This design comes from an exercise in tuning for small area and a short achievable clock period on the open sky130 flow, not from production work. At most, simulation tests tie the RTL to the original design; equivalence was not proved.

## run D
==> flow/design.v <==
`timescale 1ns/1ps
module bk_add #(parameter W = 18) (
    input  wire [W-1:0] a,
    input  wire [W-1:0] b,
    input  wire         ci,
    output wire [W-1:0] s
);
    reg [W-1:0] p, G, P;
    integer l, j;
    always @* begin
        p = a ^ b;
        G = a & b;
        P = p;
        G[0] = G[0] | (p[0] & ci);
        for (l = 1; (1 << l) <= 2 * W; l = l + 1)
            for (j = (1 << l) - 1; j < W; j = j + (1 << l)) begin
                G[j] = G[j] | (P[j] & G[j - (1 << (l - 1))]);
                P[j] = P[j] & P[j - (1 << (l - 1))];
            end
        for (l = 6; l > 0; l = l - 1)
            for (j = (1 << l) + (1 << (l - 1)) - 1; j < W; j = j + (1 << l)) begin
                G[j] = G[j] | (P[j] & G[j - (1 << (l - 1))]);
                P[j] = P[j] & P[j - (1 << (l - 1))];
            end
    end
    assign s = p ^ {G[W-2:0], ci};
endmodule
module bk_add_lc #(parameter W = 18) (
    input  wire [W-1:0] a,
    input  wire [W-1:1] b,
    input  wire         b0,
    input  wire         ci,
    output wire [W-1:0] s
);
    localparam V = W - 1;
    reg [V-1:0] p, G, P;
    integer l, j;
    always @* begin
        p = a[W-1:1] ^ b;
        G = a[W-1:1] & b;
        P = p;
        for (l = 1; (1 << l) <= 2 * V; l = l + 1)
            for (j = (1 << l) - 1; j < V; j = j + (1 << l)) begin
                G[j] = G[j] | (P[j] & G[j - (1 << (l - 1))]);
                P[j] = P[j] & P[j - (1 << (l - 1))];
            end
        for (l = 6; l > 0; l = l - 1)
            for (j = (1 << l) + (1 << (l - 1)) - 1; j < V; j = j + (1 << l)) begin
                G[j] = G[j] | (P[j] & G[j - (1 << (l - 1))]);
                P[j] = P[j] & P[j - (1 << (l - 1))];
            end
    end
    wire c1 = (a[0] & b0) | (a[0] & ci) | (b0 & ci);
    wire [V-1:0] c = G | (P & {V{c1}});    
    assign s = {p ^ {c[V-2:0], c1}, a[0] ^ b0 ^ ci};
endmodule
module cordic_sqrt_pipelined(
    input  wire clk,
    input  wire rst_n,
    input  wire start,
    input  wire signed [17:0] x_in,
    input  wire signed [17:0] y_in,
    output reg  signed [17:0] sqrt_out,
    output reg  done
);
    localparam N = 12;
    localparam LAT = N + 4;    
    reg signed [17:0] xr [0:N];
    reg signed [17:0] yr [0:N-1];
    always @(posedge clk) begin
        xr[0] <= x_in[17] ? -x_in : x_in;
        yr[0] <= y_in[17] ? -y_in : y_in;
    end
    genvar i;
    generate
        for (i = 0; i < N; i = i + 1) begin : st
            wire signed [17:0] x = xr[i];
            wire signed [17:0] y = yr[i];
            wire neg = y[17];
            wire signed [17:0] ys = y >>> i;
            wire signed [17:0] xs = x >>> i;
            wire [17:0] xn, yn;
            bk_add #(18) ax (.a(x), .b(ys ^ {18{neg}}), .ci(neg), .s(xn));
            always @(posedge clk) xr[i+1] <= xn;
            if (i < N - 1) begin : yu
                bk_add #(18) ay (.a(y), .b(xs ^ {18{~neg}}), .ci(~neg), .s(yn));
                always @(posedge clk) yr[i+1] <= yn;
            end
        end
    endgenerate
    wire signed [17:0] raw = xr[N];
    wire [17:0] o1 = raw >>> 1;
    wire [17:0] o2 = raw >>> 3;
    wire [17:0] o3 = ~(raw >>> 6);
    wire [17:0] o4 = ~(raw >>> 9);
    wire [17:0] c1s = o1 ^ o2 ^ o3;
    wire [17:0] c1c = (o1 & o2) | (o1 & o3) | (o2 & o3);
    wire [17:0] r2b = {c1c[16:0], 1'b0};
    wire [17:0] c2s = c1s ^ r2b ^ o4;
    wire [17:0] c2c = (c1s & r2b) | (c1s & o4) | (r2b & o4);
    reg  [17:0] ps_r, pc_r;
    always @(posedge clk) begin
        ps_r <= c2s;
        pc_r <= {c2c[16:0], 1'b1};
    end
    wire [17:0] s_w;
    bk_add #(18) as_ (.a(ps_r), .b(pc_r), .ci(1'b1), .s(s_w));
    reg  [17:0] s_r;
    wire [5:0] t6 = s_r[17:12];
    wire [6:0] nt7 = -{t6[5], t6};                       
    wire [17:0] nt = {{11{nt7[6]}}, nt7};
    wire [17:0] nh = ~{{9{s_r[17]}}, s_r[17:9]};         
    wire dm = ~s_r[17] & (s_r[8:5] == 4'b0000) & (s_r[4:0] < s_r[16:12]);
    wire dp =  s_r[17] & (s_r[8:5] == 4'b1111) & (s_r[4:0] >= s_r[16:12]);
    wire [17:0] f1s = s_r ^ nt ^ nh;
    wire [17:0] f1c = (s_r & nt) | (s_r & nh) | (nt & nh);
    wire [17:0] f_w;
    bk_add_lc #(18) af (.a(f1s), .b(f1c[16:0]), .b0(~dp), .ci(dm), .s(f_w));
    always @(posedge clk) begin
        s_r <= s_w;
        sqrt_out <= f_w;
    end
    reg [LAT-2:0] vld;
    always @(posedge clk or negedge rst_n) begin
        if (!rst_n) begin
            vld <= 0;
            done <= 1'b0;
        end else begin
            vld <= {vld[LAT-3:0], start};
            done <= vld[LAT-2];
        end
    end
endmodule
clock: 7.3 ns
lec_check: 0
abc_area: 1
cap_margin: 20
core_margin: 2
core_utilization: 60
cts_cluster_diameter: 100
cts_cluster_size: 24
setup_slack_margin: 4.65
slew_margin: 20
tns_end_percent: 0
standard.sh (not shown) runs the stock make flow with config.mk's settings and CLKGATE_MAP_FILE= SYNTH_SCRIPT=/design/flow/synth_recipe.tcl, a recipe that flattens the netlist after the stock synthesis.
==> flow/flow/run.sh <==
#!/bin/bash
# Standard layout with two changes:
#  - full adders are left to abc as plain gates (sky130 fa cells are added to
#    DONT_USE_CELLS; the platform's own list is repeated, since this replaces it);
#  - port buffers are buf_2 cells rather than the delay cells buffer_ports
#    picks by default.
# Output goes to standard.log.
DU=" sky130_fd_sc_hd__probe_p_8 sky130_fd_sc_hd__probec_p_8 sky130_fd_sc_hd__lpflow_bleeder_1 sky130_fd_sc_hd__lpflow_clkbufkapwr_1 sky130_fd_sc_hd__lpflow_clkbufkapwr_16 sky130_fd_sc_hd__lpflow_clkbufkapwr_2 sky130_fd_sc_hd__lpflow_clkbufkapwr_4 sky130_fd_sc_hd__lpflow_clkbufkapwr_8 sky130_fd_sc_hd__lpflow_clkinvkapwr_1 sky130_fd_sc_hd__lpflow_clkinvkapwr_16 sky130_fd_sc_hd__lpflow_clkinvkapwr_2 sky130_fd_sc_hd__lpflow_clkinvkapwr_4 sky130_fd_sc_hd__lpflow_clkinvkapwr_8 sky130_fd_sc_hd__lpflow_decapkapwr_12 sky130_fd_sc_hd__lpflow_decapkapwr_3 sky130_fd_sc_hd__lpflow_decapkapwr_4 sky130_fd_sc_hd__lpflow_decapkapwr_6 sky130_fd_sc_hd__lpflow_decapkapwr_8 sky130_fd_sc_hd__lpflow_inputiso0n_1 sky130_fd_sc_hd__lpflow_inputiso0p_1 sky130_fd_sc_hd__lpflow_inputiso1n_1 sky130_fd_sc_hd__lpflow_inputiso1p_1 sky130_fd_sc_hd__lpflow_inputisolatch_1 sky130_fd_sc_hd__lpflow_isobufsrc_1 sky130_fd_sc_hd__lpflow_isobufsrc_16 sky130_fd_sc_hd__lpflow_isobufsrc_2 sky130_fd_sc_hd__lpflow_isobufsrc_4 sky130_fd_sc_hd__lpflow_isobufsrc_8 sky130_fd_sc_hd__lpflow_isobufsrckapwr_16 sky130_fd_sc_hd__lpflow_lsbuf_lh_hl_isowell_tap_1 sky130_fd_sc_hd__lpflow_lsbuf_lh_hl_isowell_tap_2 sky130_fd_sc_hd__lpflow_lsbuf_lh_hl_isowell_tap_4 sky130_fd_sc_hd__lpflow_lsbuf_lh_isowell_4 sky130_fd_sc_hd__lpflow_lsbuf_lh_isowell_tap_1 sky130_fd_sc_hd__lpflow_lsbuf_lh_isowell_tap_2 sky130_fd_sc_hd__lpflow_lsbuf_lh_isowell_tap_4 #  sky130_fd_sc_hd__fa_1 sky130_fd_sc_hd__fa_2 sky130_fd_sc_hd__fa_4"
export BUFFER_PORTS_ARGS="-buffer_cell sky130_fd_sc_hd__buf_2"
bash standard.sh "DONT_USE_CELLS=$DU" "BUFFER_PORTS_ARGS=$BUFFER_PORTS_ARGS" finish > standard.log 2>&1
diff inputs: run D => run C
--- a/flow/design.v
+++ b/flow/design.v
@@ -24,37 +24,8 @@
             end
     end
     assign s = p ^ {G[W-2:0], ci};
 endmodule
-module bk_add_lc #(parameter W = 18) (
-    input  wire [W-1:0] a,
-    input  wire [W-1:1] b,
-    input  wire         b0,
-    input  wire         ci,
-    output wire [W-1:0] s
-);
-    localparam V = W - 1;
-    reg [V-1:0] p, G, P;
-    integer l, j;
-    always @* begin
-        p = a[W-1:1] ^ b;
-        G = a[W-1:1] & b;
-        P = p;
-        for (l = 1; (1 << l) <= 2 * V; l = l + 1)
-            for (j = (1 << l) - 1; j < V; j = j + (1 << l)) begin
-                G[j] = G[j] | (P[j] & G[j - (1 << (l - 1))]);
-                P[j] = P[j] & P[j - (1 << (l - 1))];
-            end
-        for (l = 6; l > 0; l = l - 1)
-            for (j = (1 << l) + (1 << (l - 1)) - 1; j < V; j = j + (1 << l)) begin
-                G[j] = G[j] | (P[j] & G[j - (1 << (l - 1))]);
-                P[j] = P[j] & P[j - (1 << (l - 1))];
-            end
-    end
-    wire c1 = (a[0] & b0) | (a[0] & ci) | (b0 & ci);
-    wire [V-1:0] c = G | (P & {V{c1}});    
-    assign s = {p ^ {c[V-2:0], c1}, a[0] ^ b0 ^ ci};
-endmodule
 module cordic_sqrt_pipelined(
     input  wire clk,
     input  wire rst_n,
     input  wire start,
@@ -63,9 +34,9 @@
     output reg  signed [17:0] sqrt_out,
     output reg  done
 );
     localparam N = 12;
-    localparam LAT = N + 4;    
+    localparam LAT = N + 5;    
     reg signed [17:0] xr [0:N];
     reg signed [17:0] yr [0:N-1];
     always @(posedge clk) begin
         xr[0] <= x_in[17] ? -x_in : x_in;
@@ -105,20 +76,16 @@
     end
     wire [17:0] s_w;
     bk_add #(18) as_ (.a(ps_r), .b(pc_r), .ci(1'b1), .s(s_w));
     reg  [17:0] s_r;
-    wire [5:0] t6 = s_r[17:12];
-    wire [6:0] nt7 = -{t6[5], t6};                       
-    wire [17:0] nt = {{11{nt7[6]}}, nt7};
-    wire [17:0] nh = ~{{9{s_r[17]}}, s_r[17:9]};         
-    wire dm = ~s_r[17] & (s_r[8:5] == 4'b0000) & (s_r[4:0] < s_r[16:12]);
-    wire dp =  s_r[17] & (s_r[8:5] == 4'b1111) & (s_r[4:0] >= s_r[16:12]);
-    wire [17:0] f1s = s_r ^ nt ^ nh;
-    wire [17:0] f1c = (s_r & nt) | (s_r & nh) | (nt & nh);
+    wire [17:0] m_w;
+    bk_add #(18) am (.a(s_r), .b(~{{12{s_r[17]}}, s_r[17:12]}), .ci(1'b1), .s(m_w));
+    reg  [17:0] m_r;
     wire [17:0] f_w;
-    bk_add_lc #(18) af (.a(f1s), .b(f1c[16:0]), .b0(~dp), .ci(dm), .s(f_w));
+    bk_add #(18) af (.a(m_r), .b(~{{9{m_r[17]}}, m_r[17:9]}), .ci(1'b1), .s(f_w));
     always @(posedge clk) begin
         s_r <= s_w;
+        m_r <= m_w;
         sqrt_out <= f_w;
     end
     reg [LAT-2:0] vld;
     always @(posedge clk or negedge rst_n) begin
### Flow results
- Summary: with run D as the reference, flip-flop and latch count after synthesis in run C moved up by a few percent.
- Setup slack after layout improves in run C relative to run D.
- Taking run D as the reference point, the total area of sequential cells of run C rises by about 3.6%.
- From run C to run D, cts-stage hold buffer count did not move at all.
- On post-detailed-routing wire length: between run C and run D, it ends up higher for run D.
- Looking at first-pass GRT wire length across run C and run D, the one that comes out lower is run C.
- Comparing run C and run D, the lower number of cells in the design after placement was measured on run C.
- Global routing usage on met2 came out lower on run C than on run D.
Function not checked in run D: the RTL went through the layout flow alone.

## port drivers added, routing unchanged
How much do the figures lean on ideal ports? The routed layouts below were timed once more, with nothing changed but the port constraints. Step 1 assumes that a clkbuf_16 drives the clock port and a buf_2 every other input. Step 2 moves the port delays by t, midway between the first and last clock arrival at a register: inputs arrive t later, outputs are due t later. That takes back most of the time a late clock gives input paths. Slacks: no drivers / after step 1 / after step 2; pairs: no drivers / after step 1.
| run | t (ns) | slack for setup (ns) | latest minus earliest clock arrival (ns) |
|---|---|---|---|
| run D | 0.643 | 4.514 / 4.514 / 4.236 | 0.030 / 0.031 |
| run C | 0.639 | 4.697 / 4.697 / 4.384 | 0.031 / 0.031 |
After both steps setup and hold are still met in every run listed. For run C, which loses most, drivers alone change the setup slack by 0.000 ns; drivers and shift together by -0.313 ns.
